Context: an optimization exercise on an open-source flow, tuned for small area and a short achievable clock period. The choices shown serve that exercise and are no tape-out recipe.
At most, simulation tests tie the RTL to the original design; equivalence was not proved.
Power is estimated from default activity; no workload was simulated.

==> flow/design.v <==
module cam(clk, enable,
	       data_in,
	       MatchEn, WriteEn,
	       WriteAddr,
	       MatchAddr, Match
	       );
input clk, enable;
input [15:0] data_in;
input MatchEn, WriteEn;
input [7:0] WriteAddr;
output [7:0] MatchAddr;
output Match;
reg Match;
reg [7:0] MatchAddr;
wire        wr = enable & WriteEn;
wire [15:0] grp_none;    
wire [63:0] grp_idx;     
genvar g;
generate
	for (g = 0; g < 16; g = g + 1) begin : grp
		wire gsel = wr & (WriteAddr[7:4] == g);
		cam_group u (
			.clk(clk), .wsel(gsel), .waddr(WriteAddr[3:0]), .d(data_in),
			.none(grp_none[g]), .idx(grp_idx[4*g +: 4])
		);
	end
endgenerate
wire search = enable & MatchEn;
reg [3:0] hi;
reg [3:0] low;
integer i;
always @* begin
	hi = 4'd0;
	low = 4'd0;
	for (i = 15; i >= 0; i = i - 1)
		if (!grp_none[i]) hi = i;
	for (i = 0; i < 16; i = i + 1)
		if ((~grp_none & ((16'd1 << i) - 16'd1)) == 16'd0)
			low = low | grp_idx[4*i +: 4];
end
always @(posedge clk) begin
	Match     <= search & ~(&grp_none);
	MatchAddr <= {8{search}} & {hi, low};
end
endmodule
module cam_group(clk, wsel, waddr, d, none, idx);
input        clk, wsel;
input  [3:0] waddr;
input  [15:0] d;
output       none;
output [3:0] idx;
wire [15:0] mm;    
genvar e;
generate
	for (e = 0; e < 16; e = e + 1) begin : ent
		wire we = wsel & (waddr == e);
		cam_row u (.clk(clk), .we(we), .we_n(~we), .d(d), .mismatch(mm[e]));
	end
endgenerate
reg [3:0] i4;
integer i;
always @* begin
	i4 = 4'd0;
	for (i = 15; i >= 0; i = i - 1)
		if (!mm[i]) i4 = i;
end
assign none = &mm;
assign idx  = i4;
endmodule
module cam_row(clk, we, we_n, d, mismatch);
input clk, we, we_n;
input [15:0] d;
output mismatch;
reg [15:0] q;
always @(posedge clk)
	q <= (q & {16{we_n}}) | (d & {16{we}});
assign mismatch = |(q ^ d);
endmodule
Settings: LEC_CHECK=0, CAP_MARGIN=20, CORE_MARGIN=2, CORE_UTILIZATION=60, CTS_BUF_LIST=sky130_fd_sc_hd__clkbuf_8, SETUP_SLACK_MARGIN=5, SLEW_MARGIN=20, SYNTH_HIERARCHICAL=1, TNS_END_PERCENT=5; clock period 10.0 ns.
standard.sh (not shown) runs the stock make flow with config.mk's settings and CLKGATE_MAP_FILE= SYNTH_SCRIPT=/design/flow/synth_recipe.tcl, a recipe that flattens the netlist after the stock synthesis.
==> flow/flow/run.sh <==
#!/bin/bash
set -euo pipefail
bash standard.sh SETUP_SLACK_MARGIN=6.5 finish > standard_flow.log 2>&1
Then changed:
==> flow/design.v (replaced) <==
module cam(clk, enable,
	       data_in,
	       MatchEn, WriteEn,
	       WriteAddr,
	       MatchAddr, Match
	       );
input clk, enable;
input [15:0] data_in;
input MatchEn, WriteEn;
input [7:0] WriteAddr;
output [7:0] MatchAddr;
output Match;
reg Match;
reg [7:0] MatchAddr;
wire        wr = enable & WriteEn;
wire [15:0] grp_any;
wire [63:0] grp_idx;
genvar g;
generate
	for (g = 0; g < 16; g = g + 1) begin : grp
		wire gsel = wr & (WriteAddr[7:4] == g);
		cam_group u (
			.clk(clk), .wsel(gsel), .waddr(WriteAddr[3:0]), .d(data_in),
			.any(grp_any[g]), .idx(grp_idx[4*g +: 4])
		);
	end
endgenerate
wire [7:0] addr;
cam_sel16 top_sel (.any(grp_any), .idx(grp_idx), .hit(), .addr(addr));
wire search = enable & MatchEn;
always @(posedge clk) begin
	Match     <= search & (|grp_any);
	MatchAddr <= {8{search}} & addr;
end
endmodule
module cam_sel16(any, idx, hit, addr);
input  [15:0] any;
input  [63:0] idx;
output        hit;
output [7:0]  addr;
reg [3:0] grp;
reg [3:0] low;
integer i;
always @* begin
	grp = 4'd0;
	low = 4'd0;
	for (i = 15; i >= 0; i = i - 1)
		if (any[i]) grp = i;
	for (i = 0; i < 16; i = i + 1)
		if ((any & ((16'd1 << i) - 16'd1)) == 16'd0)
			low = low | idx[4*i +: 4];
end
assign hit  = |any;
assign addr = {grp, low};
endmodule
module cam_group(clk, wsel, waddr, d, any, idx);
input        clk, wsel;
input  [3:0] waddr;
input  [15:0] d;
output       any;
output [3:0] idx;
wire [15:0] m;
genvar e;
generate
	for (e = 0; e < 16; e = e + 1) begin : ent
		wire we = wsel & (waddr == e);
		cam_row u (.clk(clk), .we(we), .we_n(~we), .d(d), .match(m[e]));
	end
endgenerate
reg [3:0] i4;
integer i;
always @* begin
	i4 = 4'd0;
	for (i = 15; i >= 0; i = i - 1)
		if (m[i]) i4 = i;
end
assign any = |m;
assign idx = i4;
endmodule
module cam_row(clk, we, we_n, d, match);
input clk, we, we_n;
input [15:0] d;
output match;
reg [15:0] q;
always @(posedge clk)
	q <= (q & {16{we_n}}) | (d & {16{we}});
assign match = (q == d);
endmodule
The changed run went through all stages and came out clean. Wire length climbs by a few percent. Clock skew went down by 11 ps. Synthesized cell count is about the same. Count of clock-buffer cells in the layout rose by 10. Final cell count rises slightly. Design area is higher slightly. Core utilization grows by 0.43 points. Sequential share of layout area is lower by 0.65 points. Synthesized area rose slightly. Hold slack is about the same. Sequential power stays flat. Via count goes up slightly. Worst setup slack is worse by 44 ps.
Only the layout flow was run in the first run of this note; the RTL was not checked for function there.

-- separate check: timing with driven ports --
The results above use ideal ports. As a check the final layouts listed here were re-extracted and re-timed, cells and wires unchanged.
Step 1, drivers: a clkbuf_16 drives clk and a buf_2 each remaining input, both assumed.
Step 2, shift: input delay + t, output delay - t, t = (earliest + latest rising clock arrival at the registers) / 2. This alone moves slack from input paths to output paths.
Slacks: no drivers / after step 1 / after step 2; pairs: no drivers / after step 1.
run | t, ns | slack for setup (ns) | worst setup path after step 2 | worst register clock-pin slew, ns | worst slew at a driven data input, ns
the first run | 1.343 | 5.796 / 5.503 / 4.160 | input to register | 0.07 / 0.07 | 0.52
the second run | 1.333 | 5.752 / 5.441 / 4.108 | input to register | 0.07 / 0.07 | 0.52
After both steps setup and hold are still met in every run listed. For the second run, which loses most, drivers alone change the setup slack by -0.311 ns; drivers and shift together by -1.644 ns.
